Source: an optimization exercise on an open RTL-to-GDS flow (aim: small area and a short achievable clock period). Production flows keep margins and buffers that such runs may drop. RTL that was checked went through simulation tests only; none was proved equivalent to the original. No functional check of the RTL was part of runs 1 to 4. Power figures rest on the tool's default switching activity, not on a simulated workload.

## flow/constraint.sdc

```tcl
create_clock -name core_clock -period 6.0 [get_ports {clk}]
set_input_delay 1.2000 -clock core_clock [delete_from_list [all_inputs] [get_ports {clk}]]
set_output_delay 1.2000 -clock core_clock [all_outputs]
set_load 0.01 [all_outputs]
```

## flow/run.sh

```bash
#!/bin/bash
# synth_recipe.tcl (not shown) runs the flow's synth.tcl, then flattens the netlist and writes it again
# the make line also repeats each setting of config.mk as NAME=value (left out here)
make -C /OpenROAD-flow-scripts/flow DESIGN_CONFIG=/design/flow/config.mk WORK_HOME=/design/flow/orfs CLKGATE_MAP_FILE= SYNTH_SCRIPT=/design/flow/synth_recipe.tcl finish
```

## flow/config.mk

```make
export PLATFORM = sky130hd
export DESIGN_NAME = resizer
export DESIGN_NICKNAME = resizer
export VERILOG_FILES = /design/flow/design.v
export SDC_FILE = /design/flow/constraint.sdc
export NUM_CORES = 4
export LEC_CHECK = 0
export CAP_MARGIN = 20
export CORE_MARGIN = 2
export CORE_UTILIZATION = 40
export SETUP_SLACK_MARGIN = 3.6
export SLEW_MARGIN = 20
export SYNTH_HIERARCHICAL = 1
```

## flow/design.v

```verilog
module rz_ao222n (
	input a0, b0, a1, b1, a2, b2,
	output y
);
assign y = ~((a0 & b0) | (a1 & b1) | (a2 & b2));
endmodule
module rz_read (
	input  [359:0] kd,       
	input  [23:0]  lb,       
	input  [11:0]  r,        
	input          rst_qn,   
	output [11:0]  rd
);
wire [35:0] sel;
genvar s;
generate
for (s = 0; s < 36; s = s + 1) begin : dec
	assign sel[s] = r[6 + s/6] & r[s%6];
end
endgenerate
genvar b, g;
generate
for (b = 0; b < 12; b = b + 1) begin : bt
	if ((b % 6) == 1) begin : lastbit
		localparam integer OFF = (b / 6);       
		localparam integer I0 = (OFF == 0) ? 1 : 2;
		wire [3:0] y;
		for (g = 0; g < 4; g = g + 1) begin : grp
			rz_ao222n u (
				.a0(sel[I0 + 9*g]),     .b0(lb[(2*(I0 + 9*g)     + OFF) / 3]),
				.a1(sel[I0 + 9*g + 3]), .b1(lb[(2*(I0 + 9*g + 3) + OFF) / 3]),
				.a2(sel[I0 + 9*g + 6]), .b2(lb[(2*(I0 + 9*g + 6) + OFF) / 3]),
				.y(y[g]));
		end
		assign rd[b] = ~&y & rst_qn;
	end else begin : kdbit
		localparam integer OFF = (b / 6);
		localparam integer F = b % 6;
		localparam integer KB = (F == 0) ? 0 : F - 1;    
		wire [11:0] y;
		for (g = 0; g < 12; g = g + 1) begin : grp
			rz_ao222n u (
				.a0(sel[3*g]),   .b0(kd[5*(2*(3*g)   + OFF) + KB]),
				.a1(sel[3*g+1]), .b1(kd[5*(2*(3*g+1) + OFF) + KB]),
				.a2(sel[3*g+2]), .b2(kd[5*(2*(3*g+2) + OFF) + KB]),
				.y(y[g]));
		end
		assign rd[b] = ~&y & rst_qn;
	end
end
endgenerate
endmodule
module rz_wen (
	input  [4:0]  w,
	input         wr,
	input         rst_q,
	output [23:0] en
);
genvar gs;
generate
for (gs = 0; gs < 24; gs = gs + 1) begin : slot
	assign en[gs] = rst_q | (wr & (w == gs));
end
endgenerate
endmodule
module rz_next (
	input  [4:0]  w,
	input  [11:0] r,        
	input  [6:0]  q,
	input         ov, uf, pu, rep, sev,
	input  [11:0] me,
	input  [1:0]  mk,
	input  [11:0] rd,
	output [4:0]  w_0, w_1,
	output [11:0] r_0, r_1,
	output [6:0]  q_0, q_1,
	output        ov_0, ov_1, uf_0, uf_1, pu_0, pu_1, rep_0, rep_1,
	output [1:0]  mk_0, mk_1,
	output        mv_0, mv_1, ml_0, ml_1
);
wire p1  = q[6] & q[2];            
wire p2  = (q[6:1] == 6'd0);       
wire p0  = (q == 7'd0);
wire w23 = (w == 5'd23);
wire r35 = r[11] & r[5];
wire wz  = (w == 5'd0);
wire a   = sev & ~ov;
wire wrapw = w23 & a;
wire [4:0] winc = w23 ? 5'd0 : w + 5'd1;
wire [11:0] rinc = {r[5] ? {r[10:6], r[11]} : r[11:6], r[4:0], r[5]};
wire [6:0] q_p3 = (q >= 7'd69) ? q - 7'd69 : q + 7'd3;
wire [6:0] q_m2 = (q <= 7'd1)  ? q + 7'd70 : q - 7'd2;
wire [6:0] q_p1 = (q == 7'd71) ? 7'd0 : q + 7'd1;
reg [4:0] w_n [0:1];
reg [11:0] r_n [0:1];
reg [6:0] q_n [0:1];
reg ov_n [0:1];
reg uf_n [0:1];
reg c1, c2, mer, ovx, ufx, wi, ri;
integer k;
always @* begin
	for (k = 0; k < 2; k = k + 1) begin
		mer = k;
		c1 = p1 & ~(wrapw ^ (r35 & mer & ~uf));
		c2 = p2 & ~wz & ~wrapw;
		ovx = ov; ufx = uf;
		if (a) begin
			ufx = 1'b0;
			if (c1) ovx = 1'b1;
		end
		if (mer && !ufx) begin
			if (!c1) ovx = 1'b0;
			if (c2) ufx = 1'b1;
		end
		wi = sev & ~ovx;
		ri = mer & ~p0;
		w_n[k] = ufx ? 5'd0 : wi ? winc : w;
		r_n[k] = ufx ? 12'b000001_000001 : ri ? rinc : r;
		q_n[k] = ufx ? 7'd0 : (wi & ri) ? q_p1 : wi ? q_p3 : ri ? q_m2 : q;
		ov_n[k] = ufx ? 1'b0 : ovx;
		uf_n[k] = ufx;
	end
end
function [1:0] keep_res(input [11:0] e, input rp, input [1:0] pk);
	reg [1:0] la, ke;
	begin
		la = {e[7], e[1]};
		ke = {e[6], e[0]};
		if (la != 0)
			keep_res = rp ? ~pk : (((la - 2'd1) | la) & ke);
		else
			keep_res = ke;
	end
endfunction
wire u0 = uf | uf_n[0];
wire u1 = uf | uf_n[1];
wire [1:0] kr0 = keep_res(me, rep, mk);
wire [1:0] kr1 = keep_res(rd, 1'b0, mk);
assign w_0   = w_n[0];
assign r_0   = r_n[0];
assign q_0   = q_n[0];
assign ov_0  = ov_n[0];
assign uf_0  = uf_n[0];
assign pu_0  = u0;
assign rep_0 = ~rep & me[1] & ~me[7] & ~u0;
assign mk_0  = kr0;
assign mv_0  = ~(u0 & pu) & (kr0 != 2'd0);
assign ml_0  = ~rep & (me[1] | me[7]);
assign w_1   = w_n[1];
assign r_1   = r_n[1];
assign q_1   = q_n[1];
assign ov_1  = ov_n[1];
assign uf_1  = uf_n[1];
assign pu_1  = u1;
assign rep_1 = rd[1] & ~rd[7] & ~u1;
assign mk_1  = kr1;
assign mv_1  = ~(u1 & pu) & (kr1 != 2'd0);
assign ml_1  = rd[1] | rd[7];
endmodule
module resizer (
	input clk,
	input rst,
	input s_valid_i,
	input s_last_i,
	input [2:0] s_keep_i,
	input [11:0] s_data_i,
	output wire s_ready_o,
	output m_valid_o,
	input m_ready_i,
	output m_last_o,
	output [1:0] m_keep_o,
	output [7:0] m_data_o
);
reg        sev;         
reg [15:0] se;          
always @(posedge clk) begin
	if (rst) begin
		sev <= 1'b0;
		se  <= 16'd0;
	end else begin
		sev <= s_valid_i;
		se  <= {s_last_i, s_data_i[11:8], s_keep_i[2], s_data_i[7:4], s_keep_i[1], s_data_i[3:0], s_keep_i[0]};
	end
end
reg rst_q, rst_qn;
always @(posedge clk) begin
	rst_q  <= rst;
	rst_qn <= ~rst;
end
reg [4:0] w;        
reg [11:0] r;       
reg [6:0] q;        
reg nov;            
reg uf;             
reg pu;             
reg rep;            
reg [11:0] me;      
reg [1:0]  mk;      
reg        mv, ml;
reg [359:0] kd;     
reg [23:0]  lb;     
wire [23:0] en;
rz_wen u_wen (.w(w), .wr(sev & nov), .rst_q(rst_q), .en(en));
genvar gs;
generate
for (gs = 0; gs < 24; gs = gs + 1) begin : slot
	always @(posedge clk) begin
		if (en[gs]) begin
			kd[15*gs +: 15] <= se[14:0];
			lb[gs]          <= se[15];
		end
	end
end
endgenerate
wire [11:0] rd;
rz_read u_read (.kd(kd), .lb(lb), .r(r), .rst_qn(rst_qn), .rd(rd));
wire [4:0] w_0, w_1;
wire [11:0] r_0, r_1;
wire [6:0] q_0, q_1;
wire ov_0, ov_1, uf_0, uf_1, pu_0, pu_1, rep_0, rep_1, mv_0, mv_1, ml_0, ml_1;
wire [1:0] mk_0, mk_1;
rz_next u_next (
	.w(w), .r(r), .q(q), .ov(~nov), .uf(uf), .pu(pu), .rep(rep), .sev(sev),
	.me(me), .mk(mk), .rd(rd),
	.w_0(w_0), .w_1(w_1), .r_0(r_0), .r_1(r_1), .q_0(q_0), .q_1(q_1),
	.ov_0(ov_0), .ov_1(ov_1), .uf_0(uf_0), .uf_1(uf_1), .pu_0(pu_0), .pu_1(pu_1),
	.rep_0(rep_0), .rep_1(rep_1), .mk_0(mk_0), .mk_1(mk_1),
	.mv_0(mv_0), .mv_1(mv_1), .ml_0(ml_0), .ml_1(ml_1));
wire mr = m_ready_i & ~rep;
always @(posedge clk) begin
	if (rst) begin
		w <= 0; r <= 12'b000001_000001; q <= 0; nov <= 1; uf <= 1; pu <= 1; rep <= 0;
		mk <= 0; mv <= 0; ml <= 0;
	end else begin
		w   <= mr ? w_1   : w_0;
		r   <= mr ? r_1   : r_0;
		q   <= mr ? q_1   : q_0;
		nov <= mr ? ~ov_1 : ~ov_0;
		uf  <= mr ? uf_1  : uf_0;
		pu  <= mr ? pu_1  : pu_0;
		rep <= mr ? rep_1 : rep_0;
		mk  <= mr ? mk_1  : mk_0;
		mv  <= mr ? mv_1  : mv_0;
		ml  <= mr ? ml_1  : ml_0;
	end
end
wire        me_en = mr | rst;
wire [11:0] me_d  = rd & {12{~rst}};
always @(posedge clk)
	if (me_en)
		me <= me_d;
assign s_ready_o = nov;
assign m_valid_o = mv;
assign m_last_o  = ml;
assign m_keep_o  = mk;
assign m_data_o  = {me[11:8], me[5:2]};
endmodule
```

==> summary.txt, run 1 <==
Clocking
TritonCTS built the clock tree. The count of clock tree sinks is 447. The H-tree was split into 2 levels. At the later pin of the worst-skew pair, clock insertion delay measures 0.57 ns. The number of buffers inserted during clock tree synthesis is 44. The root buffer cell is sky130_fd_sc_hd__clkbuf_16. Counting along the longest clock path gives a buffer depth of 3. The number of hold buffers added after CTS was 0.

After clock tree synthesis, the clock-pin slew on the worst setup and hold paths is 0.06 ns.

Floorplan
The initial cell density of the core is 40.8%. The I/O pin count is 33. The die covers 45800 µm². The die height is 214 µm.

From left edge to right edge, the die measures 214 µm. The number of rows created at floorplan is 76. The placeable core region is 43300 µm².

Route
The first routing iteration left 1526 violations. The count of antenna-violating nets left after detailed routing is 0. The first detailed-routing pass took 6 iterations. For this block, the via count after detailed routing is 10759.

In the final routed layout, each cell accounts on average for 25.2 µm. The number of remaining DRC errors is 0. The post-detailed-routing wire length is 45.5 mm. After detailed routing, the number of vias per cell comes to 5.96.

Timing
At the pin with the least slew margin, the transition time is 1.09 ns. The number of max-slew violations in the final report is 0. Setup repair after global routing could not meet its margin everywhere. The worst path in the final design needs a cycle of 2.44 ns, including I/O delays and setup. The final number of hold-violating endpoints was 0. The peak clock frequency supported by timing is 410 MHz. Dividing the final minimum period by the clock period gives 40.7%. For the final routed database, the setup TNS stands at 0 ns. Setup violations remaining at the end of the flow were counted as 0. The setup clock skew after layout is 0.0119 ns.

The remaining max-slew budget at the tightest pin is 27.4%.

Place
Routability-driven placement finished with a final weighted congestion of 0.830. The cell count after placement is 1688. Detailed placement ended at an HPWL of 27.2 mm.

Buffers placed on the I/O ports in this run total 32.

Yosys
Synthesis instantiated 71 different standard cells from the library. The most instantiated flip-flop cell in the synthesis netlist is sky130_fd_sc_hd__edfxtp_1. Counting every instance in the synthesized netlist gives 1105. The number of nets handed over by synthesis was 1138. The synthesized design contains 447 register bits. The summed instance area of the synthesized netlist is 17600 µm².

The post-synthesis average cell area is 16.0 µm². Summing the sequential cell areas from Yosys gives 73.2% of the chip area. During synthesis, Yosys emitted a total of 13 warnings. After synthesis, the share of flip-flops with an asynchronous set or reset is 0%. The synthesized design contains 396 enable-type register cells. The share of synthesized area in the top cell type comes to 67.4%. By area the synthesized netlist is led by sky130_fd_sc_hd__edfxtp_1, sky130_fd_sc_hd__a222oi_1, sky130_fd_sc_hd__dfxtp_1, sky130_fd_sc_hd__nand4bb_1, sky130_fd_sc_hd__and2_1. The synthesized design spends more area on one cell type than any other, namely sky130_fd_sc_hd__edfxtp_1.

Pwr
IR analysis of the VDD net gives a maximum drop of 264 µV. The analysis attributes to cell leakage a power of 6.89 nW. The power density over the cells is 327 nW/µm².

Layout
In the final layout, the share of cells above drive strength 1 is 19.0%. Fill cells in the final layout number 3750. After the flow finishes, the layout carries non-filler instances totaling 1805. Compared with the post-synthesis result, the final layout area differs by 16.7%. The multi-input combinational cells in the finished layout cover a total of 4700 µm². Registers take 13000 µm². Leaving out fill and tap cells, the most frequent cell in the layout is sky130_fd_sc_hd__edfxtp_1. The top cell types in the final layout, fill and taps aside, are sky130_fd_sc_hd__edfxtp_1, sky130_fd_sc_hd__a222oi_1, sky130_fd_sc_hd__buf_4.

The net count of the finished layout is 1219.

Critical path
The largest fanout on the critical path is 8. Traced cell by cell, the critical path runs through and2_4 > a222oi_1 > nand4_1 > o31a_1 > and2_4 > a2bb2oi_1 > nand4bb_1 > o21ai_1. STA puts the critical path data required time at 6.44 ns.

The number of cells on the worst reg-to-reg path is 8. The slowest cell on the critical path is sky130_fd_sc_hd__a222oi_1. STA classifies the critical path endpoint as a flip-flop. The worst setup path is launched from a flip-flop. The type of the worst setup path is flip-flop to flip-flop. The most numerous cell type found on the critical path is sky130_fd_sc_hd__and2_4. Data on the critical path arrives at its endpoint at 2.88 ns.

For this run, the slowest stage of the critical path takes 0.54 ns.

Hold path
In this run the worst hold path is classified as flip-flop to flip-flop. The number of instances on the worst hold path is 3.

Global routing
The via count of the first global-routing pass was 10302. The total routing usage reported by global routing is 19.6%. The largest net degree at the start of global routing is 66. The initial antenna violation count is 0.

The first-pass GRT wire length is 67.7 mm. The remaining global-route overflow is 0.

Flow run
Across the run, the number of max-cap violations was 0.

Run status
The flow ran to the end and the layout has no timing, DRC or antenna violations.
[per-module statistics from Yosys (local to each module, per instance)]
module / flip-flops and latches / copies in the design / cell area, µm² / cells
resizer: 447 / 1 / 14000 / 603
rz_next: 0 / 1 / 1540 / 253
rz_read: 0 / 1 / 529 / 80
rz_ao222n: 0 / 128 / 10.0 / 1
rz_wen: 0 / 1 / 319 / 41
[worst max-delay path, delay by kind of cell (launching register included)]
kind	cells	cell delay, ns
AND/OR/NAND/NOR	4	0.82
flip-flops	1	0.39
AO/OA/AOI/OAI	4	1.11
[metrics by stage]
step / area [µm²] / worst slack, ns / util [%] / power, mW / hold slack (ns)
after global placement: 18600 / 3.00 / 42.9 / 4.07 / 0.562
after global routing: 20600 / 3.49 / 47.6 / 6.97 / 0.632
final: 20600 / 3.56 / 47.6 / 6.74 / 0.596
after floorplan: 17700 / 3.61 / - / 3.94 / 0.528
after detailed placement: 18600 / 2.96 / 42.9 / 4.09 / 0.583
after CTS: 20300 / 3.59 / 46.9 / 6.79 / 0.594
[registers in the layout, summed over array words and instances, names as in the netlist]
signal and cells:
r 12, w 5, rst_qn 1, mk 2, mv 1, se 16
ml 1, rep 1, lb 24, pu 1, q 7, nov 1
kd 360, uf 1, me 12, sev 1, rst_q 1
[synth_stat cells (4+ instances only)]
cell type,number
sky130_fd_sc_hd__buf_4,15
sky130_fd_sc_hd__nand4_1,32
sky130_fd_sc_hd__xor2_1,5
sky130_fd_sc_hd__o21ai_1,28
sky130_fd_sc_hd__nand2b_1,36
sky130_fd_sc_hd__o21ai_0,13
sky130_fd_sc_hd__a21o_1,10
sky130_fd_sc_hd__ha_1,13
sky130_fd_sc_hd__a21oi_1,26
sky130_fd_sc_hd__dfxtp_1,51
sky130_fd_sc_hd__nand2_1,39
sky130_fd_sc_hd__mux2i_1,7
sky130_fd_sc_hd__nand4bb_1,27
sky130_fd_sc_hd__nor2b_1,38
sky130_fd_sc_hd__a222oi_1,128
sky130_fd_sc_hd__buf_2,10
sky130_fd_sc_hd__and2_1,48
sky130_fd_sc_hd__or3_1,5
sky130_fd_sc_hd__xnor2_1,7
sky130_fd_sc_hd__a31o_1,4
sky130_fd_sc_hd__o31a_1,11
sky130_fd_sc_hd__o21bai_1,8
sky130_fd_sc_hd__inv_1,13
sky130_fd_sc_hd__nand3_1,15
sky130_fd_sc_hd__clkbuf_1,21
sky130_fd_sc_hd__nor2_1,34
sky130_fd_sc_hd__edfxtp_1,396
[final cells by class]
cell class                 count  share of cell area [%]
sequential                   447                    63.0
multi-input combinational    594                    22.8
clock buffer                  60                    6.08
tap                          585                    3.55
timing repair buffer          86                    3.43
clock inverter                19                   0.766
inverter                      13                   0.298
antenna                        1                  0.0122
[layer usage]
layer / vias to the layer above / track usage [%] / routed length [µm]
met5: - / 0 / 0
met4: 0 / 6.08 / 1020
met3: 58 / 3.22 / 3150
met2: 428 / 31.1 / 21700
met1: 5499 / 27.6 / 19600
li1: 4774 / - / -
[worst paths after layout]
check | from | end | slack, ns
max | r[0] | mv | 3.56
max reg2reg | r[0] | mv | 3.56
min | pu | mv | 0.60
min reg2reg | pu | mv | 0.60
[what timing repair did]
| item | 4_1_cts | 5_1_grt |
|---|---|---|
| gates cloned | 0 | 1 |
| pin swaps | 19 | 26 |
| buffers inserted | 19 | 17 |
| resized for setup | 121 | 44 |
| endpoints found under the setup margin | 65 | 49 |
[kinds of logic (layout without fill, tap and decap cells)]
family	Yosys count	in the layout	share of synthesized area [%]
other	0	1	0
XOR/XNOR	12	12	0.596
buffers and inverters	64	178	1.84
AND/OR/NAND/NOR	299	299	10.7
multiplexers	7	7	0.397
flip-flops	447	447	73.2
adder cells (fa/ha/maj)	13	13	0.922
AO/OA/AOI/OAI	263	263	12.4
[power breakdown]
part           switching (mW)  total [mW]  internal, mW
registers               0.104        3.74          3.63
clock network            1.14        2.69          1.55
logic                   0.204       0.315         0.111
total                    1.45        6.74          5.29
==> run 2: changes to the inputs <==
--- a/flow/config.mk
+++ b/flow/config.mk
@@ -9,5 +9,5 @@
 export CORE_MARGIN = 2
 export CORE_UTILIZATION = 40
-export SETUP_SLACK_MARGIN = 3.6
+export SETUP_SLACK_MARGIN = 4.0
 export SLEW_MARGIN = 20
 export SYNTH_HIERARCHICAL = 1
==> summary.txt, run 2 <==
Critical path
Along the worst path, the maximum fanout reaches 6. The nature of the critical path endpoint is a flip-flop. The cell type group with the largest total delay on the critical path is compound AO/OA/AOI/OAI gates. The largest incremental delay on the critical path is 0.63 ns.

The worst register-to-register path ends at mv. In this design, the critical path's most frequently occurring cell is sky130_fd_sc_hd__and2_4. The signal on the critical path passes through and2_4 > a222oi_1 > nand4_1 > o31a_1 > and2_4 > a2bb2oi_2 > nand4bb_1 > o21ai_1. The number of cells on the worst reg-to-reg path is 8. The nature of the critical path startpoint is a flip-flop. The worst register-to-register path begins at r[0]. STA puts the critical path data required time at 6.46 ns. The type of the worst setup path is flip-flop to flip-flop. The worst register-to-register path has a setup slack of 3.52 ns.

The number of buffers and inverters on the critical path is 0. The slowest cell on the critical path is sky130_fd_sc_hd__a222oi_1. STA puts the critical path data arrival time at 2.94 ns.

Timing
The minimum clock period after layout is 2.48 ns. The final number of hold-violating endpoints was 0. Timing would allow up to 403 MHz.

Setup repair after global routing could not meet its margin everywhere. For the pin with the worst max-slew slack, the measured transition is 1.12 ns. The setup-violating endpoint count in the final report is 0. The final clock period utilization by the worst path is 41.3%. The number of max-slew violations in the final report is 0. The final setup TNS is 0 ns. The remaining max-slew budget at the tightest pin is 25.5%. Clock skew on the completed layout was measured at 0.0241 ns.

Pwr
The power density over the cells is 320 nW/µm². Summed over all cells, the static leakage comes to 7.36 nW. The peak ir drop on the vdd network is 194 µV. After layout, the design draws a total of 6.96 mW.

Yosys
The area share of the largest cell type after synthesis is 67.4%. A synthesized cell averages 16.0 µm². Ranked by total cell area, the synthesized netlist is headed by sky130_fd_sc_hd__edfxtp_1, sky130_fd_sc_hd__a222oi_1, sky130_fd_sc_hd__dfxtp_1, sky130_fd_sc_hd__nand4bb_1, sky130_fd_sc_hd__and2_1.

Counting every net in the synthesized netlist gives 1138. The cell with the most instances after synthesis is sky130_fd_sc_hd__edfxtp_1. Sequential cells were found to cover 73.2% of the synthesized design area. The count of unique library cells instantiated by Yosys is 71.

The number of synthesized register bits is 447. The number of warnings issued by yosys is 13. After synthesis, the share of flip-flops with an asynchronous set or reset is 0%. In the synthesized netlist the dominant register cell turns out to be sky130_fd_sc_hd__edfxtp_1. Counting every instance in the synthesized netlist gives 1105. The largest total area in the synthesized netlist belongs to sky130_fd_sc_hd__edfxtp_1. The number of enable flip-flop cells after synthesis is 396. Ranked by instance count, the synthesized netlist is headed by sky130_fd_sc_hd__edfxtp_1, sky130_fd_sc_hd__a222oi_1, sky130_fd_sc_hd__dfxtp_1, sky130_fd_sc_hd__and2_1, sky130_fd_sc_hd__nand2_1. In this run the cell area of the synthesized design comes to 17600 µm².

Hold path
The worst hold path belongs to the class flip-flop to flip-flop. The worst hold path startpoint is pu. The number of instances on the worst hold path is 3. The destination of the worst hold path is mv.

Floorplan
In this run the horizontal extent of the chip is 214 µm. Measured along the y axis, the die boundary spans 214 µm. Pin placement for this block handled 33 I/O pins.

The placeable core region is 43300 µm². The die covers 45800 µm². The initial cell density of the core is 40.8%. The number of rows created at floorplan is 76.

Route
The detail-routed net length per standard cell is 25.8 µm. The number of vias per cell is 5.99. The count of antenna-violating nets left after detailed routing is 0. The first detailed-routing pass took 6 iterations. In the routed design, unresolved DRC markers number 0. The number of DRC markers in iteration 0 is 1537. The total via count after detailed routing is 11204. The routed design has 48.4 mm of wire.

Layout
The largest registers in the layout are kd x360, lb x24, se x16. The area growth from synthesis to final layout is 23.2%. The number of diodes is 0. In the layout the commonest cells are sky130_fd_sc_hd__edfxtp_1, sky130_fd_sc_hd__a222oi_1, sky130_fd_sc_hd__buf_4.

The register with the most flip-flops in the layout has 360 of them. The library cell used most frequently in the layout, excluding fill and tap cells, is sky130_fd_sc_hd__edfxtp_1. The final layout contains 1285 nets. In the final layout, the share of cells above drive strength 1 is 28.3%.

Ranked by flip-flop count, first place goes to kd.

Clocking
The clock-pin slew of the registers on the worst-case setup and hold paths is 0.06 ns. The clock latency reported for the late side of the worst-skew pair is 0.58 ns. CTS built an H-tree with a depth of 2. The clock passes through at most 3 buffers. The root buffer cell is sky130_fd_sc_hd__clkbuf_16. For this design, the CTS-stage hold fixing added 0 buffers. The clock tree from TritonCTS is built. Counting the buffers created by CTS gives 47. The count of clock tree sinks is 447.

Global routing
The initial antenna violation count is 0. The first global-routing pass estimated 70.3 mm of wire. Summed over all layers, the global routing overflow is 0.

The via count of the first global-routing pass is 10879. The total routing usage reported by global routing is 20.4%. The largest net degree at the start of global routing is 62.

Place
The placed wire-length estimate after detailed placement is 27.2 mm. During placement, the flow inserted port buffers numbering 32. At the end of routability-driven placement, the weighted congestion stood at 0.811.

Flow run
Across the run, the number of max-cap violations was 0.

Run status
The run finished with no timing, DRC or antenna violations.
run 2: changes by cell type in the layout (fill, tap and decap cells not counted), moves of 7 or more:
cell | before | now
sky130_fd_sc_hd__a21o_1 | 10 | 1
sky130_fd_sc_hd__a21o_4 | 0 | 8
sky130_fd_sc_hd__a21oi_1 | 23 | 5
sky130_fd_sc_hd__a21oi_2 | 3 | 17
sky130_fd_sc_hd__and2_1 | 20 | 13
sky130_fd_sc_hd__buf_4 | 47 | 88
sky130_fd_sc_hd__buf_6 | 4 | 23
run 2: cells by family after synthesis:
kind of cell	count (synthesis)	synth area share, %
compound gates	263	12.4
xor+xnor	12	0.596
fa+ha+maj	13	0.922
buf+inv	64	1.84
flops	447	73.2
mux	7	0.397
simple gates	299	10.7
run 2: worst max-delay path by stage:
| stage | from | endpoint | slack [ns] | cells past startpoint |
|---|---|---|---|---|
| final | r[0] | mv | 3.52 | 8 |
| after detailed placement | m_ready_i | me[5] | 2.46 | 5 |
| after floorplan | q[2] | q[6] | 3.74 | 14 |
| after CTS | me[8] | m_data_o[4] | 3.57 | 1 |
| after global placement | m_ready_i | me[8] | 2.47 | 5 |
| after global routing | r[8] | mv | 3.52 | 8 |
run 2: per-module statistics from Yosys, one instance, submodules excluded:
module	cell area [µm²]	times used	cells
resizer	14000	1	603
rz_read	529	1	80
rz_next	1540	1	253
rz_ao222n	10.0	128	1
rz_wen	319	1	41
run 2: power breakdown:
part           leakage (nW)  internal (mW)  switching (mW)
combinational          2.34          0.173           0.250
clock                 0.718           1.64            1.16
sequential             4.30           3.63          0.0984
run 2: worst min-delay path, cell delays in order, from the launching register on:
cell	delay, ns
sky130_fd_sc_hd__dfxtp_1	0.35
sky130_fd_sc_hd__a2bb2oi_2	0.06
sky130_fd_sc_hd__nand4bb_1	0.08
sky130_fd_sc_hd__o21ai_1	0.06
run 2: cell type report:
class	instances	area (µm²)
tap	585	732
sequential	447	13000
clock inverter	20	174
clock buffer	64	1300
multi-input combinational	596	5140
timing repair buffer	147	1330
inverter	13	61.3
fill	3599	21500
run 2: repair_timing:
item,in CTS,in global routing
resized for setup,240,64
cloned,4,2
pin swaps,79,63
buffers inserted,60,31
endpoints found under the setup margin,319,208
run 2: per-layer routing:
layer | track usage (%) | routed length, µm | up-vias
met1 | 27.9 | 20400 | 5757
met2 | 32.4 | 22900 | 435
met3 | 3.35 | 3090 | 102
met4 | 8.86 | 1970 | 0
met5 | 0 | 0 | -
li1 | - | - | 4910
run 2: stage by stage:
step           hold slack, ns  cell area (µm²)  util (%)  setup slack [ns]  std cells
2_1_floorplan           0.528            17800         -              3.74       1105
3_3_place_gp            0.566            18700      43.2              2.47       1691
3_5_place_dp            0.580            18700      43.2              2.46       1691
4_1_cts                 0.587            21200      48.9              3.57       1839
5_1_grt                 0.655            21700      50.3              3.52       1872
6_report                0.594            21700      50.3              3.52       1872
==> run 3: changes to the inputs <==
--- a/flow/design.v
+++ b/flow/design.v
@@ -9,5 +9,4 @@
 	input  [23:0]  lb,       
 	input  [11:0]  r,        
-	input          rst_qn,   
 	output [11:0]  rd
 );
@@ -33,5 +32,5 @@
 				.y(y[g]));
 		end
-		assign rd[b] = ~&y & rst_qn;
+		assign rd[b] = ~&y;
 	end else begin : kdbit
 		localparam integer OFF = (b / 6);
@@ -46,5 +45,5 @@
 				.y(y[g]));
 		end
-		assign rd[b] = ~&y & rst_qn;
+		assign rd[b] = ~&y;
 	end
 end
@@ -147,10 +146,10 @@
 assign mv_0  = ~(u0 & pu) & (kr0 != 2'd0);
 assign ml_0  = ~rep & (me[1] | me[7]);
-assign w_1   = w_n[1];
-assign r_1   = r_n[1];
-assign q_1   = q_n[1];
-assign ov_1  = ov_n[1];
-assign uf_1  = uf_n[1];
-assign pu_1  = u1;
+assign w_1   = rep ? w_0  : w_n[1];
+assign r_1   = rep ? r_0  : r_n[1];
+assign q_1   = rep ? q_0  : q_n[1];
+assign ov_1  = rep ? ov_0 : ov_n[1];
+assign uf_1  = rep ? uf_0 : uf_n[1];
+assign pu_1  = rep ? pu_0 : u1;
 assign rep_1 = rd[1] & ~rd[7] & ~u1;
 assign mk_1  = kr1;
@@ -183,9 +182,6 @@
 	end
 end
-reg rst_q, rst_qn;
-always @(posedge clk) begin
-	rst_q  <= rst;
-	rst_qn <= ~rst;
-end
+reg rst_q;
+always @(posedge clk) rst_q <= rst;
 reg [4:0] w;        
 reg [11:0] r;       
@@ -214,5 +210,5 @@
 endgenerate
 wire [11:0] rd;
-rz_read u_read (.kd(kd), .lb(lb), .r(r), .rst_qn(rst_qn), .rd(rd));
+rz_read u_read (.kd(kd), .lb(lb), .r(r), .rd(rd));
 wire [4:0] w_0, w_1;
 wire [11:0] r_0, r_1;
@@ -227,16 +223,16 @@
 	.rep_0(rep_0), .rep_1(rep_1), .mk_0(mk_0), .mk_1(mk_1),
 	.mv_0(mv_0), .mv_1(mv_1), .ml_0(ml_0), .ml_1(ml_1));
-wire mr = m_ready_i & ~rep;
+wire mr = m_ready_i & ~rep;    
 always @(posedge clk) begin
 	if (rst) begin
-		w <= 0; r <= 12'b000001_000001; q <= 0; nov <= 1; uf <= 1; pu <= 1; rep <= 0;
+		w <= 0; r <= 12'd0; q <= 0; nov <= 1; uf <= 1; pu <= 1; rep <= 0;
 		mk <= 0; mv <= 0; ml <= 0;
 	end else begin
-		w   <= mr ? w_1   : w_0;
-		r   <= mr ? r_1   : r_0;
-		q   <= mr ? q_1   : q_0;
-		nov <= mr ? ~ov_1 : ~ov_0;
-		uf  <= mr ? uf_1  : uf_0;
-		pu  <= mr ? pu_1  : pu_0;
+		w   <= m_ready_i ? w_1   : w_0;
+		r   <= m_ready_i ? r_1   : r_0;
+		q   <= m_ready_i ? q_1   : q_0;
+		nov <= m_ready_i ? ~ov_1 : ~ov_0;
+		uf  <= m_ready_i ? uf_1  : uf_0;
+		pu  <= m_ready_i ? pu_1  : pu_0;
 		rep <= mr ? rep_1 : rep_0;
 		mk  <= mr ? mk_1  : mk_0;
@@ -245,9 +241,10 @@
 	end
 end
-wire        me_en = mr | rst;
-wire [11:0] me_d  = rd & {12{~rst}};
-always @(posedge clk)
-	if (me_en)
-		me <= me_d;
+always @(posedge clk) begin
+	if (rst)
+		me <= 12'd0;
+	else
+		me <= mr ? rd : me;
+end
 assign s_ready_o = nov;
 assign m_valid_o = mv;
--- a/flow/config.mk
+++ b/flow/config.mk
@@ -9,5 +9,5 @@
 export CORE_MARGIN = 2
 export CORE_UTILIZATION = 40
-export SETUP_SLACK_MARGIN = 4.0
+export SETUP_SLACK_MARGIN = 3.6
 export SLEW_MARGIN = 20
 export SYNTH_HIERARCHICAL = 1
==> summary.txt, run 3 <==
Route
The number of remaining DRC errors is 0. Summing over every cut layer, the via total after detailed routing is 10899. The detail-routed net length per standard cell is 24.5 µm.

The count of antenna-violating nets left after detailed routing is 0. Summed over all layers, the routed wires come to 44.9 mm. After detailed routing, the number of vias per cell comes to 5.95.

The number of DRC markers in iteration 0 is 1557. Before antenna repair, the detailed router went through 6 iterations.

Global routing
The total routing usage reported by global routing is 19.0%. The total overflow left after global routing is 0. The initial antenna violation count is 0. Entering global routing, the biggest net connects 80 pins. The via count of the first global-routing pass is 10507. The first-pass GRT wire length is 66.4 mm.

Floorplan
The initial cell density of the core is 40.3%. 33 I/O pins were placed. Row generation in the floorplan step produced 77 rows. The floorplan step defined a die boundary enclosing 46000 µm². The die height is 214 µm. The total area inside the core boundary comes to 43900 µm².

The width of the chip is 214 µm.

Critical path
The slowest cell on the critical path is sky130_fd_sc_hd__or3_4. The critical path goes through nor4_4 > o21ai_4 > ha_4 > or3_4 > o221a_4 > xnor2_2 > mux2i_1 > o32ai_1 > mux2i_1 > nor2_1. Data arrives at the worst endpoint at 3.05 ns. In this design, the critical path's most frequently occurring cell is sky130_fd_sc_hd__mux2i_1.

The type of the worst setup path is flip-flop to flip-flop. The worst setup path is captured at a flip-flop. The number of cells on the worst reg-to-reg path is 10. In this run the critical register-to-register path is captured at q[6]. Along the worst path, the maximum fanout reaches 6.

On the worst path, the slowest cell contributes a delay of 0.38 ns. The nature of the critical path startpoint is a flip-flop. Setup slack on the worst reg-to-reg path comes out at 3.44 ns.

STA puts the critical path data required time at 6.49 ns. The startpoint identified for the worst register-to-register timing path is q[6].

Yosys
The summed instance area of the synthesized netlist is 17700 µm². Counting flops with a built-in enable in the synthesized netlist gives 384. After synthesis, the cell types taking the most area are sky130_fd_sc_hd__edfxtp_1, sky130_fd_sc_hd__a222oi_1, sky130_fd_sc_hd__dfxtp_1, sky130_fd_sc_hd__mux2i_1, sky130_fd_sc_hd__and2_1.

The post-synthesis average cell area is 16.1 µm². The count of unique library cells instantiated by Yosys is 78. The commonest cells after synthesis are sky130_fd_sc_hd__edfxtp_1, sky130_fd_sc_hd__a222oi_1, sky130_fd_sc_hd__dfxtp_1, sky130_fd_sc_hd__and2_1, sky130_fd_sc_hd__nor2_1. The most instantiated flip-flop cell in the synthesis netlist is sky130_fd_sc_hd__edfxtp_1. The number of nets in the synthesized netlist is 1134. The synthesized design spends more area on one cell type than any other, namely sky130_fd_sc_hd__edfxtp_1. The number of synthesized register bits is 446. During synthesis, Yosys emitted a total of 13 warnings. Counting every instance in the synthesized netlist gives 1101. The share of the Yosys chip area taken by registers is 72.1%. Among all cell types in the netlist, the one instantiated most often is sky130_fd_sc_hd__edfxtp_1. Counting flops with an async set or reset pin after synthesis yields a share of 0%.

The area share of the largest cell type after synthesis is 65.1%.

Clocking
The clock-pin slew of the registers on the worst-case setup and hold paths is 0.06 ns. The largest buffer count on any clock path is 3. The root buffer cell is sky130_fd_sc_hd__clkbuf_16.

The number of H-tree levels is 2. TritonCTS built the clock tree. The clock latency reported for the late side of the worst-skew pair is 0.59 ns. Counting the buffers created by CTS gives 47. The count of clock tree sinks is 446.

Hold path
The number of instances on the worst hold path is 2. The destination of the worst hold path is me[8]. The startpoint identified for the worst hold timing path is me[8].

The path class of the tightest hold or removal check is flip-flop to flip-flop.

Timing
The number of max-slew violations in the final report is 0. Setup violations remaining at the end of the flow were counted as 0. The worst path setup slack after routing is 3.44 ns.

On the final layout, the worst hold slack is 0.469 ns. The final setup TNS is 0 ns. The final number of hold-violating endpoints is 0. The remaining max-slew budget at the tightest pin is 25.7%. The clock arrives with 0.0234 ns of skew.

The peak clock frequency supported by timing is 391 MHz. Dividing the final minimum period by the clock period gives 42.6%. At the pin with the least slew margin, the transition time is 1.11 ns. The minimum clock period after layout is 2.56 ns.

Setup repair after global routing could not meet its margin everywhere.

Flow run
Max-cap violations in this run came to 0.

Layout
The count of cells in the finished layout, fillers not included, comes to 1831. Leaving out fill and tap cells, the most frequent cells in the layout are sky130_fd_sc_hd__edfxtp_1, sky130_fd_sc_hd__a222oi_1, sky130_fd_sc_hd__buf_4. The flip-flop count of the largest register, all copies and words added is 360. In the final layout, the share of cells above drive strength 1 is 22.5%. The area growth from synthesis to final layout is 18.5%. The net count of the finished layout is 1235. The number of diodes is 0. The largest registers in the layout are kd x360, lb x24, se x16. More flip-flops sit in one register than any other, and that register is kd.

The library cell used most frequently in the layout, excluding fill and tap cells, is sky130_fd_sc_hd__edfxtp_1.

Pwr
The overall power consumption is 6.94 mW. Dividing total power by cell area gives a power density of 331 nW/µm². The peak ir drop on the vdd network is 258 µV. The leakage component of the power is 7.24 nW.

Place
The setup slack at placement is 3.10 ns. Detailed placement finished with a half-perimeter wire length of 27.1 mm. The weighted congestion at the end of routability-driven global placement is 0.833. During placement, the flow inserted port buffers numbering 32. The cell count after placement is 1695.

Run status
The run finished with no timing, DRC or antenna violations.
run 3: worst max path at each step:
stage / from / to / slack [ns] / cells past startpoint
final: q[6] / q[6] / 3.44 / 10
after global routing: q[6] / q[6] / 3.34 / 10
after CTS: q[1] / q[6] / 3.45 / 12
after detailed placement: m_ready_i / ml / 3.10 / 4
after global placement: w[0] / r[6] / 3.12 / 8
after floorplan: q[2] / q[6] / 3.56 / 13
run 3: cell type report:
class / count / area [µm²]
Multi-Input combinational cell: 593 / 4900
Tap cell: 592 / 741
Sequential cell: 446 / 12800
Clock buffer: 64 / 1380
Clock inverter: 22 / 206
Timing Repair Buffer: 98 / 851
Inverter: 16 / 67.6
Fill cell: 3760 / 22900
run 3: report_power, final:
group	switching [mW]	leakage, nW	total (mW)	internal [mW]
Sequential	0.106	4.28	3.71	3.61
Combinational	0.205	2.19	0.328	0.123
Clock	1.20	0.773	2.90	1.70
run 3: modules after synthesis (local to each module, per instance):
module / flops+latches / cell area [µm²] / cells inside
rz_wen: 0 / 319 / 41
rz_next: 0 / 1790 / 260
resizer: 446 / 13800 / 594
rz_ao222n: 0 / 10.0 / 1
rz_read: 0 / 488 / 78
run 3: stage by stage:
step	cell area (µm²)	utilization (%)
floorplan	17800	-
global placement	18600	42.3
detailed placement	18600	42.3
CTS	20600	46.9
global route	21000	47.8
finish	21000	47.8
run 3: cell families (layout without fill, tap and decap cells):
family / count (synthesis) / in the layout / synth area share, %
xor+xnor: 7 / 7 / 0.346
fa+ha+maj: 13 / 13 / 0.918
simple gates: 276 / 277 / 9.76
mux: 35 / 35 / 1.98
buf+inv: 64 / 200 / 2.29
flops: 446 / 446 / 72.1
compound gates: 260 / 261 / 12.6
run 3: metal layers:
layer  GRT usage, %  vias to the layer above  routed length, µm
met2           28.9                      493              20400
met1           27.1                     5497              19700
met3           3.70                       75               3490
li1               -                     4834                  -
met4           6.78                        0               1310
met5              0                        -                  0
run 3: what timing repair did:
item	in CTS	in global routing
buffers inserted	21	26
resized for setup	133	59
endpoints found under the setup margin	52	41
gates cloned	1	2
hold buffers	0	0
pin swaps	30	42
run 3: worst max-delay path, delay by kind of cell, from the launching register on:
family	cells	cell delay, ns
adder cells (fa/ha/maj)	1	0.20
XOR/XNOR	1	0.16
multiplexers	2	0.23
AND/OR/NAND/NOR	3	0.85
AO/OA/AOI/OAI	3	0.68
flip-flops	1	0.37
==> run 4: changes to the inputs <==
--- a/flow/config.mk
+++ b/flow/config.mk
@@ -8,5 +8,6 @@
 export CAP_MARGIN = 20
 export CORE_MARGIN = 2
-export CORE_UTILIZATION = 40
+export CORE_UTILIZATION = 55
+export CTS_BUF_LIST = sky130_fd_sc_hd__clkbuf_8
 export SETUP_SLACK_MARGIN = 3.6
 export SLEW_MARGIN = 20
==> summary.txt, run 4 <==
Hold path
The tightest min-delay check is of the flip-flop to flip-flop type. The number of instances on the worst hold path is 2. The destination of the worst hold path is me[9]. The startpoint identified for the worst hold timing path is me[9].

Route
Dividing the detail-routed wire length by the instance count gives 27.7 µm. The count of antenna-violating nets left after detailed routing is 0. After detailed routing, the total wire length is 46.6 mm. Dividing the detail-routed via count by the number of cells gives 6.58. For this run, design rule violations remaining after detail routing come to 0. The total via count after detailed routing is 11035. For this block, the initial DRC count from the detailed router was 1615. The number of iterations in the first detailed-routing pass is 6.

Clocking
Clock-pin slew was measured on the worst setup and hold paths at 0.06 ns. The number of H-tree levels is 3. For this design, the sink count on the clock tree is 446.

The later pin in the worst-skew pair is clocked with a latency of 0.62 ns. The clock passes through at most 3 buffers. The number of buffers inserted during clock tree synthesis is 73.

Hold repair after CTS inserted 0 buffers. The tree is rooted in a sky130_fd_sc_hd__clkbuf_8. The clock tree from TritonCTS is built.

Critical path
The worst setup path is launched from a flip-flop. The largest single stage delay on the critical path is 0.38 ns. In this run the worst path has a maximum fanout of 5.

The required time at the worst-slack endpoint is 6.54 ns. The signal on the critical path passes through inv_8 > ha_4 > a21boi_4 > o21ai_4 > ha_4 > or3_4 > o221a_4 > xnor2_2 > mux2i_1 > o32ai_2 > mux2i_1 > nor2_1. The worst register-to-register path begins at q[1].

The type of the worst setup path is flip-flop to flip-flop. The slowest stage of the critical path belongs to the cell sky130_fd_sc_hd__dfxtp_4. The number of cells on the worst reg-to-reg path is 12. The nature of the critical path endpoint is a flip-flop.

The endpoint identified for the worst register-to-register timing path is q[6]. Setup slack on the worst reg-to-reg path comes out at 3.47 ns. The signal arrival time at the worst endpoint is 3.07 ns.

Timing
Setup violations remaining at the end of the flow were counted as 0. The final number of hold-violating endpoints is 0. Summed over all failing endpoints, the final setup total negative slack is 0 ns.

Static timing analysis puts the maximum clock frequency at 395 MHz. The final critical path takes up 42.2% of the cycle. The clock period could shrink to 2.53 ns. Headroom to the max-slew limit came out at 27.6%. Setup repair after global routing could not meet its margin everywhere. Between clock sinks in the finished design, the worst skew comes to 0.0213 ns.

The number of max-slew violations in the final report is 0. The measured slew at the worst slew-check pin is 1.09 ns.

Yosys
The commonest cells after synthesis are sky130_fd_sc_hd__edfxtp_1, sky130_fd_sc_hd__a222oi_1, sky130_fd_sc_hd__dfxtp_1, sky130_fd_sc_hd__and2_1, sky130_fd_sc_hd__nor2_1. The xor/xnor share of the synthesized area is 0.346%. The most common cell in the synthesized netlist is sky130_fd_sc_hd__edfxtp_1. Counting every net in the synthesized netlist gives 1134.

The number of enable flip-flop cells after synthesis is 384. The post-synthesis compound-gate area fraction is 12.6%. The most used flip-flop cell after synthesis is sky130_fd_sc_hd__edfxtp_1. Synthesis produced 1101 cells. The main combinational cell family by area after synthesis is compound AO/OA/AOI/OAI gates.

After synthesis the netlist holds a flip-flop and latch count of 446. The synthesized netlist occupies a cell area of 17700 µm². The post-synthesis adder-cell area fraction is 0.918%. The async set-or-reset flop fraction in the synthesized netlist is 0%. Yosys mapped the design onto 78 distinct sky130hd cell types. Multiplexer cells account for 1.98% of the synthesized area. After synthesis, the cell types taking the most area are sky130_fd_sc_hd__edfxtp_1, sky130_fd_sc_hd__a222oi_1, sky130_fd_sc_hd__dfxtp_1, sky130_fd_sc_hd__mux2i_1, sky130_fd_sc_hd__and2_1. The post-synthesis average cell area is 16.1 µm². Of all cell types, the one taking the most synthesized area is sky130_fd_sc_hd__edfxtp_1. The simple-gate share of the synthesized area is 9.76%. After synthesis, flip-flops and latches occupy 72.1% of the total area. The number of warnings issued by yosys is 13. The share of synthesized area in the top cell type comes to 65.1%.

Pwr
After layout, the design draws a total of 6.37 mW. The leakage component of the power is 7.16 nW. In this run the power density over the cells is 313 nW/µm². The peak ir drop on the vdd network is 243 µV.

Floorplan
The width of the chip is 183 µm. The initial cell density of the core is 56.0%. The die covers 33700 µm². During I/O placement, the number of pins put on the boundary was 33. The die height is 183 µm.

The number of rows created at floorplan is 65. In this run the standard cell core region covers 31600 µm².

Layout
After the last flow step, the layout net total stands at 1254. From synthesis to final layout, the design area changed by 14.8%. The most common cell after layout, fill and taps aside is sky130_fd_sc_hd__edfxtp_1. The proportion of layout cells with a drive suffix above 1 is 23.0%. The largest registers in the layout are kd x360, lb x24, se x16.

In the layout the commonest cells are sky130_fd_sc_hd__edfxtp_1, sky130_fd_sc_hd__a222oi_1, sky130_fd_sc_hd__clkbuf_8. After filler insertion, the fill cell instance count of the layout stands at 2337. The register with the most flip-flops in the layout has 360 of them.

The number of diodes is 0. kd holds more flip-flops than any other register.

Flow run
Across the run, the number of max-cap violations was 0.

Place
The weighted congestion at the end of routability-driven global placement is 0.835. The placed wire-length estimate after detailed placement is 27.6 mm. The count of input and output buffers is 32.

Global routing
The total overflow left after global routing is 0. The largest net degree at the start of global routing is 80. Global routing used 28.1% of the available tracks across all layers. The via count of the first global-routing pass is 10806.

The initial antenna violation count was 1. The first global-routing pass estimated 68.4 mm of wire.

Run status
The flow ran to the end and the layout has no timing, DRC or antenna violations.
==> run 4: metal layers <==
layer | GRT usage (%) | vias up | routed length (µm)
met3 | 5.45 | 92 | 3690
met5 | 0 | - | 13
met4 | 10.1 | 2 | 1390
li1 | - | 4885 | -
met1 | 39.5 | 5570 | 19800
met2 | 44.1 | 486 | 21700
==> run 4: modules after synthesis, one instance, submodules excluded <==
module	area, µm²	cells inside
rz_read	488	78
rz_ao222n	10.0	1
rz_wen	319	41
resizer	13800	594
rz_next	1790	260
==> run 4: layout make-up <==
type / count / area (µm²) / share of cell area [%]
clock inverters: 52 / 228 / 1.12
well taps: 402 / 503 / 2.47
inverters: 16 / 70.1 / 0.344
clock buffers: 78 / 1070 / 5.28
repair buffers: 92 / 742 / 3.65
multi-input cells: 592 / 4880 / 24.0
flip-flops and latches: 446 / 12800 / 63.2
==> run 4: worst max path at each step <==
stage / from / to / slack (ns) / depth (start not counted)
finish: q[1] / q[6] / 3.47 / 12
global route: q[4] / q[6] / 3.34 / 10
CTS: q[1] / q[6] / 3.53 / 12
detailed placement: w[0] / q[3] / 2.89 / 8
global placement: w[0] / q[3] / 2.95 / 8
floorplan: q[2] / q[6] / 3.56 / 13
==> run 4: stage by stage <==
stage / utilization [%] / worst slack (ns) / cells / hold slack (ns) / instance area [µm²]
3_5_place_dp: 58.1 / 2.89 / 1505 / 0.456 / 18400
6_report: 64.3 / 3.47 / 1678 / 0.460 / 20300
2_1_floorplan: - / 3.56 / 1101 / 0.439 / 17800
3_3_place_gp: 58.1 / 2.95 / 1505 / 0.454 / 18400
5_1_grt: 64.3 / 3.34 / 1678 / 0.488 / 20300
4_1_cts: 63.5 / 3.53 / 1654 / 0.466 / 20100
==> run 4: critical path, delay by kind of cell, from the launching register on <==
| kind | cells | cell delay (ns) |
|---|---|---|
| AO/OA/AOI/OAI | 4 | 0.80 |
| buffers and inverters | 1 | 0.05 |
| AND/OR/NAND/NOR | 2 | 0.43 |
| multiplexers | 2 | 0.22 |
| flip-flops | 1 | 0.38 |
| XOR/XNOR | 1 | 0.17 |
| adder cells (fa/ha/maj) | 2 | 0.40 |
==> run 4: report_power, final <==
group	leakage (nW)	internal, mW	switching (mW)
registers	4.28	3.61	0.100
logic	2.14	0.110	0.206
clock network	0.744	1.20	1.15
total	7.16	4.92	1.46
==> run 4: logic make-up (layout without fill, tap and decap cells) <==
logic type	count (synthesis)	after routing
adder cells (fa/ha/maj)	13	13
multiplexers	35	35
flip-flops	446	446
XOR/XNOR	7	7
buffers and inverters	64	238
AND/OR/NAND/NOR	276	276
AO/OA/AOI/OAI	260	261
==> run 4: what timing repair did <==
| action | CTS | global route |
|---|---|---|
| gates resized for setup | 170 | 33 |
| setup endpoints to repair | 50 | 45 |
| cloned | 0 | 1 |
| pin swaps | 27 | 46 |
| buffers inserted | 19 | 23 |
==> run 5: changes to the inputs <==
--- a/flow/design.v
+++ b/flow/design.v
@@ -66,5 +66,5 @@
 	input  [4:0]  w,
 	input  [11:0] r,        
-	input  [6:0]  q,
+	input  [3:0]  d,
 	input         ov, uf, pu, rep, sev,
 	input  [11:0] me,
@@ -73,12 +73,18 @@
 	output [4:0]  w_0, w_1,
 	output [11:0] r_0, r_1,
-	output [6:0]  q_0, q_1,
+	output [3:0]  d_0, d_1,
 	output        ov_0, ov_1, uf_0, uf_1, pu_0, pu_1, rep_0, rep_1,
 	output [1:0]  mk_0, mk_1,
 	output        mv_0, mv_1, ml_0, ml_1
 );
-wire p1  = q[6] & q[2];            
-wire p2  = (q[6:1] == 6'd0);       
-wire p0  = (q == 7'd0);
+wire ow  = w[0];
+wire or0 = r[0] | r[3];
+wire or1 = r[1] | r[4];
+wire or2 = r[2] | r[5];
+wire dz  = (d == 4'd0);
+wire d1  = (d == 4'd1);
+wire p1  = dz & (or2 | (or1 & ~ow)) | (d1 & or0 & ow);    
+wire p2  = dz & ((or0 & ~ow) | (or1 & ow));               
+wire p0  = dz & or0 & ~ow;                                
 wire w23 = (w == 5'd23);
 wire r35 = r[11] & r[5];
@@ -86,15 +92,14 @@
 wire a   = sev & ~ov;
 wire wrapw = w23 & a;
-wire [4:0] winc = w23 ? 5'd0 : w + 5'd1;
+wire [4:0]  winc = w23 ? 5'd0 : w + 5'd1;
 wire [11:0] rinc = {r[5] ? {r[10:6], r[11]} : r[11:6], r[4:0], r[5]};
-wire [6:0] q_p3 = (q >= 7'd69) ? q - 7'd69 : q + 7'd3;
-wire [6:0] q_m2 = (q <= 7'd1)  ? q + 7'd70 : q - 7'd2;
-wire [6:0] q_p1 = (q == 7'd71) ? 7'd0 : q + 7'd1;
-reg [4:0] w_n [0:1];
+wire [3:0]  d_up = (d == 4'd11) ? 4'd0  : d + 4'd1;
+wire [3:0]  d_dn = (d == 4'd0)  ? 4'd11 : d - 4'd1;
+reg [4:0]  w_n [0:1];
 reg [11:0] r_n [0:1];
-reg [6:0] q_n [0:1];
+reg [3:0]  d_n [0:1];
 reg ov_n [0:1];
 reg uf_n [0:1];
-reg c1, c2, mer, ovx, ufx, wi, ri;
+reg c1, c2, mer, ovx, ufx, wi, ri, wb, rb;
 integer k;
 always @* begin
@@ -114,7 +119,9 @@
 		wi = sev & ~ovx;
 		ri = mer & ~p0;
+		wb = wi & ow;       
+		rb = ri & or2;      
 		w_n[k] = ufx ? 5'd0 : wi ? winc : w;
 		r_n[k] = ufx ? 12'b000001_000001 : ri ? rinc : r;
-		q_n[k] = ufx ? 7'd0 : (wi & ri) ? q_p1 : wi ? q_p3 : ri ? q_m2 : q;
+		d_n[k] = ufx ? 4'd0 : (rb & ~wb) ? d_up : (wb & ~rb) ? d_dn : d;
 		ov_n[k] = ufx ? 1'b0 : ovx;
 		uf_n[k] = ufx;
@@ -138,5 +145,5 @@
 assign w_0   = w_n[0];
 assign r_0   = r_n[0];
-assign q_0   = q_n[0];
+assign d_0   = d_n[0];
 assign ov_0  = ov_n[0];
 assign uf_0  = uf_n[0];
@@ -146,10 +153,10 @@
 assign mv_0  = ~(u0 & pu) & (kr0 != 2'd0);
 assign ml_0  = ~rep & (me[1] | me[7]);
-assign w_1   = rep ? w_0  : w_n[1];
-assign r_1   = rep ? r_0  : r_n[1];
-assign q_1   = rep ? q_0  : q_n[1];
-assign ov_1  = rep ? ov_0 : ov_n[1];
-assign uf_1  = rep ? uf_0 : uf_n[1];
-assign pu_1  = rep ? pu_0 : u1;
+assign w_1   = w_n[1];
+assign r_1   = r_n[1];
+assign d_1   = d_n[1];
+assign ov_1  = ov_n[1];
+assign uf_1  = uf_n[1];
+assign pu_1  = u1;
 assign rep_1 = rd[1] & ~rd[7] & ~u1;
 assign mk_1  = kr1;
@@ -186,5 +193,5 @@
 reg [4:0] w;        
 reg [11:0] r;       
-reg [6:0] q;        
+reg [3:0] d;        
 reg nov;            
 reg uf;             
@@ -213,11 +220,11 @@
 wire [4:0] w_0, w_1;
 wire [11:0] r_0, r_1;
-wire [6:0] q_0, q_1;
+wire [3:0] d_0, d_1;
 wire ov_0, ov_1, uf_0, uf_1, pu_0, pu_1, rep_0, rep_1, mv_0, mv_1, ml_0, ml_1;
 wire [1:0] mk_0, mk_1;
 rz_next u_next (
-	.w(w), .r(r), .q(q), .ov(~nov), .uf(uf), .pu(pu), .rep(rep), .sev(sev),
+	.w(w), .r(r), .d(d), .ov(~nov), .uf(uf), .pu(pu), .rep(rep), .sev(sev),
 	.me(me), .mk(mk), .rd(rd),
-	.w_0(w_0), .w_1(w_1), .r_0(r_0), .r_1(r_1), .q_0(q_0), .q_1(q_1),
+	.w_0(w_0), .w_1(w_1), .r_0(r_0), .r_1(r_1), .d_0(d_0), .d_1(d_1),
 	.ov_0(ov_0), .ov_1(ov_1), .uf_0(uf_0), .uf_1(uf_1), .pu_0(pu_0), .pu_1(pu_1),
 	.rep_0(rep_0), .rep_1(rep_1), .mk_0(mk_0), .mk_1(mk_1),
@@ -226,13 +233,13 @@
 always @(posedge clk) begin
 	if (rst) begin
-		w <= 0; r <= 12'd0; q <= 0; nov <= 1; uf <= 1; pu <= 1; rep <= 0;
+		w <= 0; r <= 12'd0; d <= 0; nov <= 1; uf <= 1; pu <= 1; rep <= 0;
 		mk <= 0; mv <= 0; ml <= 0;
 	end else begin
-		w   <= m_ready_i ? w_1   : w_0;
-		r   <= m_ready_i ? r_1   : r_0;
-		q   <= m_ready_i ? q_1   : q_0;
-		nov <= m_ready_i ? ~ov_1 : ~ov_0;
-		uf  <= m_ready_i ? uf_1  : uf_0;
-		pu  <= m_ready_i ? pu_1  : pu_0;
+		w   <= mr ? w_1   : w_0;
+		r   <= mr ? r_1   : r_0;
+		d   <= mr ? d_1   : d_0;
+		nov <= mr ? ~ov_1 : ~ov_0;
+		uf  <= mr ? uf_1  : uf_0;
+		pu  <= mr ? pu_1  : pu_0;
 		rep <= mr ? rep_1 : rep_0;
 		mk  <= mr ? mk_1  : mk_0;
--- a/flow/config.mk
+++ b/flow/config.mk
@@ -8,7 +8,6 @@
 export CAP_MARGIN = 20
 export CORE_MARGIN = 2
-export CORE_UTILIZATION = 55
-export CTS_BUF_LIST = sky130_fd_sc_hd__clkbuf_8
-export SETUP_SLACK_MARGIN = 3.6
+export CORE_UTILIZATION = 40
+export SETUP_SLACK_MARGIN = 3.8
 export SLEW_MARGIN = 20
 export SYNTH_HIERARCHICAL = 1
==> summary.txt, run 5 <==
Yosys
Counting distinct cell types in the post-synthesis netlist gives 70. The synthesized design contains 443 register bits. The share of synthesized area spent on multiplexers is 1.03%. The summed instance area of the synthesized netlist is 17400 µm². The cell with the most instances after synthesis is sky130_fd_sc_hd__edfxtp_1. The average instance in the mapped netlist occupies 16.2 µm². The cell count after synthesis is 1078. The biggest area consumer among synthesized cells is sky130_fd_sc_hd__edfxtp_1. The most instantiated flip-flop cell in the synthesis netlist is sky130_fd_sc_hd__edfxtp_1. The area share of the largest cell type after synthesis is 66.1%.

Of the total synthesized cell area, the portion taken by XOR and XNOR cells is 0.151%. After synthesis, the largest family of logic cells by area is compound AO/OA/AOI/OAI gates. The number of enable flip-flop cells after synthesis is 384. The sequential-to-total area share from yosys stat is 72.9%. Counting instances in the post-synthesis netlist gives the leading cell types as sky130_fd_sc_hd__edfxtp_1, sky130_fd_sc_hd__a222oi_1, sky130_fd_sc_hd__dfxtp_1, sky130_fd_sc_hd__and2_1, sky130_fd_sc_hd__nand2b_1.

After Yosys synthesis, and, or, nand and nor cells account for 11.3% of the synthesized area. After synthesis, the share of flip-flops with an asynchronous set or reset is 0%. The post-synthesis adder-cell area fraction is 0.430%. The number of warnings issued by yosys is 13. The post-synthesis compound-gate area fraction is 12.1%.

After synthesis, the cell types taking the most area are sky130_fd_sc_hd__edfxtp_1, sky130_fd_sc_hd__a222oi_1, sky130_fd_sc_hd__dfxtp_1, sky130_fd_sc_hd__nand4bb_1, sky130_fd_sc_hd__and2_1. The number of nets handed over by synthesis was 1104.

Timing
In this run the tightest slew margin relative to its limit is 25.2%. Setup repair after global routing could not meet its margin everywhere. The peak clock frequency supported by timing is 396 MHz.

The final clock period utilization by the worst path is 42.1%. At the pin with the least slew margin, the transition time is 1.12 ns. The worst path meets setup with 3.48 ns of slack. The final setup TNS is 0 ns. The final number of hold-violating endpoints is 0. Setup violations remaining at the end of the flow were counted as 0. The setup clock skew after layout is 0.0207 ns. The worst path in the final design needs a cycle of 2.52 ns, including I/O delays and setup. The number of max-slew violations in the final report is 0.

Critical path
For this design, the slowest cell found on the critical path is sky130_fd_sc_hd__a222oi_1. The nature of the critical path endpoint is a flip-flop. The number of cells on the worst reg-to-reg path is 8. The signal arrival time at the worst endpoint is 2.95 ns.

The nature of the critical path startpoint is a flip-flop. The type of the worst setup path is flip-flop to flip-flop. The largest incremental delay on the critical path is 0.62 ns. In this run the worst path has a maximum fanout of 9. The signal on the critical path passes through and2_4 > buf_4 > a222oi_1 > nand4_1 > or3_4 > a2bb2oi_2 > nand4bb_1 > o21ai_1. The required time at the worst-slack endpoint is 6.43 ns.

Pwr
For this design the static power due to leakage is 6.86 nW. The power density over the cells is 323 nW/µm². The overall power consumption is 6.63 mW. IR analysis of the VDD net gives a maximum drop of 249 µV.

Flow run
The number of maximum-capacitance violations is 0.

Hold path
The worst hold path passes through 2 cells. The tightest min-delay check is of the flip-flop to flip-flop type.

Layout
The most flop-heavy register is kd. The library cells used most frequently in the layout, excluding fill and tap cells, are sky130_fd_sc_hd__edfxtp_1, sky130_fd_sc_hd__a222oi_1, sky130_fd_sc_hd__buf_4. The library cell used most frequently in the layout, excluding fill and tap cells, is sky130_fd_sc_hd__edfxtp_1. The final layout contains 1196 nets. Once layout is done, the placed cells without fillers occupy 20500 µm². The area growth from synthesis to final layout is 17.6%.

The register with the most flip-flops in the layout has 360 of them. The number of diodes is 0. The largest registers in the layout are kd x360, lb x24, se x16. In the final layout, the share of cells above drive strength 1 is 22.2%.

Once layout is complete, the utilization of the core stands at 47.6%.

Place
Once placement finished, the instance area stood at 18300 µm². Detailed placement finished with a half-perimeter wire length of 27.3 mm. The count of input and output buffers is 32. OpenSTA, run right after detailed placement, puts the worst setup slack at 2.57 ns. The congestion estimate from routability-driven global placement came to 0.839.

Clocking
The root buffer cell chosen for the clock tree is sky130_fd_sc_hd__clkbuf_16. The number of buffers inserted during clock tree synthesis is 45. The largest buffer count on any clock path is 3. For this design, the sink count on the clock tree is 443. For this design, the CTS-stage hold fixing added 0 buffers. The clock tree from TritonCTS is built. The H-tree was split into 2 levels. The clock-pin slew of the registers on the worst-case setup and hold paths is 0.06 ns. For the worst-skew pair, the clock arrives at the later sink with an insertion delay of 0.57 ns.

Floorplan
The width of the chip is 213 µm. The placeable core region is 43100 µm². After floorplanning, the core was divided into 76 placement rows. The floorplan step defined a die boundary enclosing 45300 µm².

The die is 213 µm tall. The initial cell density of the core is 40.5%. The I/O pin count is 33.

Global routing
The first global-routing pass estimated 68.7 mm of wire. The largest net degree at the start of global routing is 101. The total routing usage reported by global routing is 20.5%. The via count of the first global-routing pass is 10587. The total overflow left after global routing is 0. The initial antenna violation count is 0.

Route
The total via count after detailed routing is 10951. The number of iterations in the first detailed-routing pass is 7. The number of remaining DRC errors is 0. The post-detailed-routing wire length is 46.4 mm. The number of vias per cell is 6.12. Dividing the detail-routed wire length by the instance count gives 25.9 µm. For this block, the initial DRC count from the detailed router was 1635. The count of antenna-violating nets left after detailed routing is 0.

Run status
The flow ran to the end and the layout has no timing, DRC or antenna violations.
[run 5: per-stage QoR]
stage          hold WS (ns)  cells
6_report              0.468   1790
3_5_place_dp          0.458   1659
2_1_floorplan         0.438   1078
3_3_place_gp          0.453   1659
5_1_grt               0.480   1790
4_1_cts               0.468   1776
[run 5: final timing paths]
path	slack [ns]	end	from
worst min register to register	0.47	me[2]	me[2]
worst max-delay path	3.48	mv	r[3]
worst min-delay path	0.47	me[2]	me[2]
worst max register to register	3.48	mv	r[3]
[run 5: power by group]
part           total (mW)  internal (mW)  switching (mW)
combinational       0.234         0.0825           0.151
sequential           3.69           3.59           0.107
clock                2.70           1.54            1.16
[run 5: layer usage]
metal	wire length, µm	vias to the layer above	part of all wire, %	global-route usage (%)
met2	21600	498	46	32.6
met5	0	-	0	0
met1	20000	5622	43	29.0
li1	-	4740	-	-
met3	3660	91	7.9	3.59
met4	1230	0	2.6	6.00
[run 5: modules after synthesis, one instance, submodules excluded]
module	area, µm²	cells inside
rz_wen	319	41
rz_read	488	78
resizer	14000	617
rz_next	1380	214
rz_ao222n	10.0	1
[run 5: cell type report]
class / count / area, µm²
Fill cell: 3645 / 22600
Sequential cell: 443 / 12800
Multi-Input combinational cell: 578 / 4710
Clock buffer: 56 / 1190
Timing Repair Buffer: 91 / 812
Tap cell: 585 / 732
Clock inverter: 26 / 234
Inverter: 11 / 46.3
[run 5: logic make-up after synthesis]
group                      Yosys count
AOI/OAI and AO/OA                  255
xor gates and xnor gates             3
adders and majority gates            6
buffers and inverters               62
DFF                                443
muxes                               18
and+or+nand+nor                    291
[run 5: worst max-delay path, delay by kind of cell, from the launching register on]
kind | cells | cell delay, ns
flip-flops | 1 | 0.39
AO/OA/AOI/OAI | 3 | 0.85
buffers and inverters | 1 | 0.17
AND/OR/NAND/NOR | 4 | 0.99
[run 5: what timing repair did]
action                                  4_1_cts  5_1_grt
hold endpoints to repair                      0        0
endpoints found under the setup margin      166      213
buffers inserted                             31       13
gates cloned                                  4        1
pin swaps                                    33       23
gates resized for setup                     168       45

afterwards: timing with drivers on the ports:
No port has a modelled driver above. Below, the same layouts with a new extraction and two added sets of constraints. Step 1: set_driving_cell puts a clkbuf_16 on clk and a buf_2 on each other input, an assumption about the parent block. Step 2 times the ports against the registers' clock, not the clock port: input delays grow and output delays shrink by t, the midpoint of the rising clock arrivals with the driver on. a / b / c = ideal / step 1 / step 2; a / b = the first two.
| run | t (ns) | setup slack, ns | hold WS [ns] | latest minus earliest clock arrival (ns) |
|---|---|---|---|---|
| run 1 | 0.615 | 3.560 / 3.559 / 3.130 | 0.596 / 0.596 / 0.596 | 0.013 / 0.013 |
| run 2 | 0.625 | 3.520 / 3.517 / 3.404 | 0.594 / 0.594 / 0.594 | 0.025 / 0.024 |
| run 3 | 0.630 | 3.444 / 3.444 / 3.113 | 0.469 / 0.469 / 0.469 | 0.024 / 0.024 |
| run 4 | 0.661 | 3.467 / 3.467 / 3.125 | 0.460 / 0.460 / 0.460 | 0.021 / 0.021 |
| run 5 | 0.612 | 3.477 / 3.477 / 3.050 | 0.468 / 0.468 / 0.468 | 0.021 / 0.020 |
After both steps setup and hold are still met in every run listed. For run 1, which loses most, drivers alone change the setup slack by -0.001 ns; drivers and shift together by -0.430 ns.
